From an optimization exercise on the open Yosys and OpenROAD flow, aimed at small area and a short achievable clock period; shortcuts taken in it are not production practice.
Only simulation tests tie the RTL to the original design; equivalence was not proved.

== job 2313 ==
## Subtractor
module Subtractor(
    input clk,
    input rst,               
    input in_valid,
    input [1:0] sel,         
    input [15:0] a,
    input [15:0] b,
    output out_valid,
    output [3:0] LED,
    output [26:0] binary_out,
    output [55:0] seg
);
function [3:0] add3(input [3:0] x);
    reg ge5;
    begin
        ge5 = x[3] | (x[2] & (x[1] | x[0]));
        add3[3] = ge5;
        add3[2] = (x[3] & x[0]) | (x[2] & ~x[1] & ~x[0]);
        add3[1] = (x[3] & ~x[0]) | (x[1] & (~x[2] | x[0]));
        add3[0] = x[0] ^ ge5;
    end
endfunction
function [6:0] seg7(input [3:0] d, input blank);
    reg [6:0] s;
    begin
        case (d)
            4'd0: s = ~7'b0111111;
            4'd1: s = ~7'b0000110;
            4'd2: s = ~7'b1011011;
            4'd3: s = ~7'b1001111;
            4'd4: s = ~7'b1100110;
            4'd5: s = ~7'b1101101;
            4'd6: s = ~7'b1111101;
            4'd7: s = ~7'b0000111;
            4'd8: s = ~7'b1111111;
            default: s = ~7'b1101111;
        endcase
        seg7 = blank ? 7'b1111111 : s;
    end
endfunction
  ...
==> flow/config.mk <==
export PLATFORM = sky130hd
export DESIGN_NAME = Subtractor
export DESIGN_NICKNAME = Subtractor
export VERILOG_FILES = /design/flow/design.v
export SDC_FILE = /design/flow/constraint.sdc
export NUM_CORES = 4
export LEC_CHECK = 0
export ABC_AREA = 1
export CAP_MARGIN = 20
export CORE_MARGIN = 2
export CORE_UTILIZATION = 60
export SLEW_MARGIN = 20
==> flow/constraint.sdc <==
create_clock -name core_clock -period 33.0 [get_ports {clk}]
set_input_delay 6.6000 -clock core_clock [delete_from_list [all_inputs] [get_ports {clk}]]
set_output_delay 6.6000 -clock core_clock [all_outputs]
set_load 0.01 [all_outputs]
standard.sh (not shown) runs the stock make flow with config.mk's settings and CLKGATE_MAP_FILE= SYNTH_SCRIPT=/design/flow/synth_recipe.tcl, a recipe that flattens the netlist after the stock synthesis.
==> flow/flow/run.sh <==
#!/bin/bash
# Layout flow: the standard ORFS flow (standard.sh) with three changes:
#  - synthesis skips the generic ABC pass inside Yosys's synth (SYNTH_ARGS=-noabc), so
#    extract_fa sees the adder cells' XOR/majority logic as written;
#  - the technology-mapping ABC script (flow/abc_area.script) maps for a delay target
#    and then sizes cells for it, instead of sizing every path for minimum delay;
#  - port buffers use the small buffer given in flow/port_buffer.txt.
set -euo pipefail
W=$(pwd)
mkdir -p "$W/scripts_x"
for f in "$FLOW_HOME"/scripts/*; do ln -sfn "$f" "$W/scripts_x/"; done
rm -f "$W/scripts_x/abc_area.script"
cp "$W/flow/abc_area.script" "$W/scripts_x/abc_area.script"
PB=$(cat "$W/flow/port_buffer.txt")
bash standard.sh SCRIPTS_DIR="$W/scripts_x" SYNTH_ARGS=-noabc "BUFFER_PORTS_ARGS=-buffer_cell $PB" finish > "$W/make_finish.log" 2>&1
==> flow/flow/abc_area.script <==
strash
dch -f
map -D 6500
topo
stime -c
buffer -c
upsize -c -D 6500
dnsize -c -D 6500
==> flow/flow/port_buffer.txt <==
sky130_fd_sc_hd__buf_2
Input changes introduced in job 3001 (baseline for comparison: job 2313):
Settings: CTS_CLUSTER_DIAMETER: unset -> 100; CTS_CLUSTER_SIZE: unset -> 30; CORE_UTILIZATION: 60 -> 70.
==> flow/flow/abc_area.script <==
strash
dch -f
map -D 5000
topo
stime -c
buffer -c
upsize -c -D 5000
dnsize -c -D 5000
==> notes.md <==
Compared with job 2313, job 3001 shows a higher average size of a mapped cell. Worst setup margin came out higher on job 3001 than on job 2313. Job 2313 → job 3001: final cell count dropped 3.7%; final instance area saw a decrease.
Inputs modified between job 3001 and job 3943:
Settings: CORE_UTILIZATION changed from 70 to 60.
==> flow/run.sh (new file) <==
#!/bin/bash
# synth_recipe.tcl (not shown) runs the flow's synth.tcl, then flattens the netlist and writes it again
# the make line also repeats each setting of config.mk as NAME=value (left out here)
make -C /OpenROAD-flow-scripts/flow DESIGN_CONFIG=/design/flow/config.mk WORK_HOME=/design/flow/orfs CLKGATE_MAP_FILE= SYNTH_SCRIPT=/design/flow/synth_recipe.tcl finish
removed: flow/flow/run.sh
removed: flow/flow/abc_area.script
removed: flow/flow/port_buffer.txt
removed: flow/standard.sh
Notes after the runs:
- Of job 3943 and job 3001, job 3001 shows the lower placed cell count, with job 3943 above it.
- Violation count after the first detailed-routing iteration shrinks by a little under 10% when moving from job 3001 to job 3943.
- Cmp job 3943 and job 3001 / time the worst path needs with I/O delays and setup / lower: job 3001
- The run with more setup slack is job 3001; job 3943 has less.
- A destination of the critical timing path of binary_out[20] is what job 3001 shows, while R1[25] belongs to job 3943.
- NOTE cell count of the worst reg-to-reg path job 3001->job 3943 increased by more than half
- Job 3001 has a lower synthesized area than job 3943.
- Synthesis-to-layout area growth: lower on job 3001
Setup changes, job 3943 to job 7204
==> flow/flow/run.sh (new file) <==
#!/bin/bash
# Layout flow: the standard ORFS flow (standard.sh) with three changes:
#  - synthesis skips the generic ABC pass inside Yosys's synth (SYNTH_ARGS=-noabc), so
#    extract_fa sees the adder cells' XOR/majority logic as written;
#  - the technology-mapping ABC script (flow/abc_area.script) maps for a delay target
#    and then sizes cells for it, instead of sizing every path for minimum delay;
#  - port buffers use the small buffer given in flow/port_buffer.txt.
set -euo pipefail
W=$(pwd)
mkdir -p "$W/scripts_x"
for f in "$FLOW_HOME"/scripts/*; do ln -sfn "$f" "$W/scripts_x/"; done
rm -f "$W/scripts_x/abc_area.script"
cp "$W/flow/abc_area.script" "$W/scripts_x/abc_area.script"
PB=$(cat "$W/flow/port_buffer.txt")
bash standard.sh SCRIPTS_DIR="$W/scripts_x" SYNTH_ARGS=-noabc "BUFFER_PORTS_ARGS=-buffer_cell $PB" finish > "$W/make_finish.log" 2>&1
==> flow/flow/abc_area.script (new file) <==
strash
dch -f
map -D 5000
topo
stime -c
buffer -c
upsize -c -D 5000
dnsize -c -D 5000
==> flow/flow/port_buffer.txt (new file) <==
sky130_fd_sc_hd__buf_2
==> flow/standard.sh (new file) <==
#!/bin/bash
# synth_recipe.tcl (not shown) runs the flow's synth.tcl, then flattens the netlist and writes it again
# the make line also repeats each setting of config.mk as NAME=value (left out here)
make -C /OpenROAD-flow-scripts/flow DESIGN_CONFIG=/design/flow/config.mk WORK_HOME=/design/flow/orfs CLKGATE_MAP_FILE= SYNTH_SCRIPT=/design/flow/synth_recipe.tcl "${@:-finish}"
removed: flow/run.sh
Results
Job 7204 — non-clock buffer count 0.80% higher, job 3943 as reference
Relative to job 3943, count of cells along the worst register-to-register path decreased by 39% in job 7204.
Comparing job 3943 and job 7204, the higher minimum hold slack is on job 7204.
Job 7204 vs job 3943 on final routed wire length divided by cell count: job 7204 is the higher one.
Compared job 7204 vs job 3943, and flip-flop and latch share of the layout cell area is up in job 7204.
Compare job 3943 and job 7204 | XOR/XNOR share of the synthesized area higher: job 7204
Finished layout cell area sits lower in job 7204 than in job 3943.
[inputs] job 159 vs job 7204
==> flow/flow/port_buffer.txt <==
sky130_fd_sc_hd__buf_1
Notes after the runs:
- Between job 159 and job 7204, count of clock-net buffers in the final layout is higher for job 159, job 7204 comes in under that.
- Of job 159 and job 7204, the run reporting the higher global-route usage was job 7204.
- When job 159 is measured against job 7204, its cell area after layout turns out about 0.9% lower.

---

Starting RTL as in the previous note.
// Subtractor
module Subtractor(
    input clk,
    input rst,               
    input in_valid,
    input [1:0] sel,         
    input [15:0] a,
    input [15:0] b,
    output out_valid,
    output [3:0] LED,
    output [26:0] binary_out,
    output [55:0] seg
);
clock: 33.0 ns
lec_check: 0
abc_area: 1
cap_margin: 20
core_margin: 2
core_utilization: 60
slew_margin: 20
==> flow/flow/run.sh <==
#!/bin/bash
# Layout flow: the standard ORFS flow (standard.sh) with three changes:
#  - synthesis skips the generic ABC pass inside Yosys's synth (SYNTH_ARGS=-noabc), so
#    extract_fa sees the adder cells' XOR/majority logic as written;
#  - the technology-mapping ABC script (flow/abc_area.script) maps for a delay target
#    and then sizes cells for it, instead of sizing every path for minimum delay;
#  - port buffers use the small buffer given in flow/port_buffer.txt.
set -euo pipefail
W=$(pwd)
mkdir -p "$W/scripts_x"
for f in "$FLOW_HOME"/scripts/*; do ln -sfn "$f" "$W/scripts_x/"; done
rm -f "$W/scripts_x/abc_area.script"
cp "$W/flow/abc_area.script" "$W/scripts_x/abc_area.script"
PB=$(cat "$W/flow/port_buffer.txt")
bash standard.sh SCRIPTS_DIR="$W/scripts_x" SYNTH_ARGS=-noabc "BUFFER_PORTS_ARGS=-buffer_cell $PB" finish > "$W/make_finish.log" 2>&1
==> flow/flow/abc_area.script <==
strash
dch -f
map -D 5500
topo
stime -c
buffer -c
upsize -c -D 5500
dnsize -c -D 5500
==> flow/flow/port_buffer.txt <==
sky130_fd_sc_hd__buf_2
Rerun with:
==> flow/flow/abc_area.script (replaced) <==
strash
dch -f
map -D 5000
topo
stime -c
buffer -c
upsize -c -D 5000
dnsize -c -D 5000
Outcome:
- The new run finished clean
- wire length is lower by 2.9%
- utilization barely changes
- register-to-register slack is better by 0.17 ns
- fmax rose by 0.50%
- via count drops by 0.97%
- setup slack improves by 0.037 ns
- final area went up by 0.32%
- die area goes up by 0.55%
- critical path depth stays the same
- synthesized cell count hardly moves
Rerun with:
CTS_CLUSTER_DIAMETER = 110   (was unset)
CTS_CLUSTER_SIZE = 36   (was unset)
Effect:
- sequential cell count is unchanged
- clock-buffer cell count fell by 19
- synthesized area stays the same

---

job 101:
Subtractor again, from the RTL that the note above started with.
export LEC_CHECK = 0
export ABC_AREA = 1
export CAP_MARGIN = 20
export CORE_MARGIN = 2
export CORE_UTILIZATION = 60
export CTS_CLUSTER_DIAMETER = 80
export CTS_CLUSTER_SIZE = 40
export SLEW_MARGIN = 20
create_clock -name core_clock -period 33.0 [get_ports {clk}]
==> flow/flow/abc_area.script <==
strash
dch -f
map -D 5000
topo
stime -c
buffer -c
upsize -c -D 5000
dnsize -c -D 5000
Scripts as last shown in full above: flow/flow/run.sh, flow/flow/port_buffer.txt
Job 101 completed; timing, DRC and antenna clean
[inputs] job 102 vs job 101
- removing CTS_CLUSTER_SIZE (formerly 40)
- setting CTS_BUF_LIST to sky130_fd_sc_hd__clkbuf_4 sky130_fd_sc_hd__clkbuf_8 for the first time
- removing CTS_CLUSTER_DIAMETER (formerly 80)
==> flow/flow/abc_area.script <==
strash
dch -f
map -D 6500
topo
stime -c
buffer -c
upsize -c -D 6500
dnsize -c -D 6500
### Flow results
Looking at portion of the clock cycle consumed by the worst path in the final layout across job 102 and job 101, the one that comes out lower is job 101. Summary of job 102 over job 101: hold slack has decreased; sequential share of layout area has decreased; final cell count has increased.

[what the ideal ports hide]
Ports are ideal in the flow. The routed layouts listed here were re-timed in OpenROAD.
Step 1 sets driving cells, clkbuf_16 on the clock port and buf_2 on the other inputs (assumed; they add their load-dependent delay and slew).
Step 2 adds t to the input delays and takes it off the output delays; t is the mean of the earliest and latest rising clock arrival at the registers after step 1. Input paths then give back, and output paths get back, about the clock's delay inside the block.
Slacks: ideal ports / drivers / drivers and shift; pairs: ideal ports / drivers.
run | shift t [ns] | setup slack, ns | worst setup path after step 2
job 2313 | 0.573 | 25.190 / 25.190 / 25.190 | register to register
job 3001 | 0.519 | 25.455 / 25.406 / 25.801 | register to register
job 3943 | 0.538 | 24.812 / 24.812 / 24.812 | register to register
job 7204 | 0.516 | 25.471 / 25.419 / 25.660 | register to register
job 159 | 0.522 | 25.425 / 25.374 / 25.678 | register to register
the first run of note 2 | 0.564 | 25.412 / 25.359 / 25.475 | register to register
the second run of note 2 | 0.548 | 25.450 / 25.399 / 25.653 | register to register
the third run of note 2 | 0.528 | 25.447 / 25.395 / 25.700 | register to register
job 101 | 0.522 | 25.453 / 25.402 / 25.696 | register to register
job 102 | 0.584 | 25.202 / 25.202 / 25.202 | register to register
After both steps every run listed still meets setup and hold.
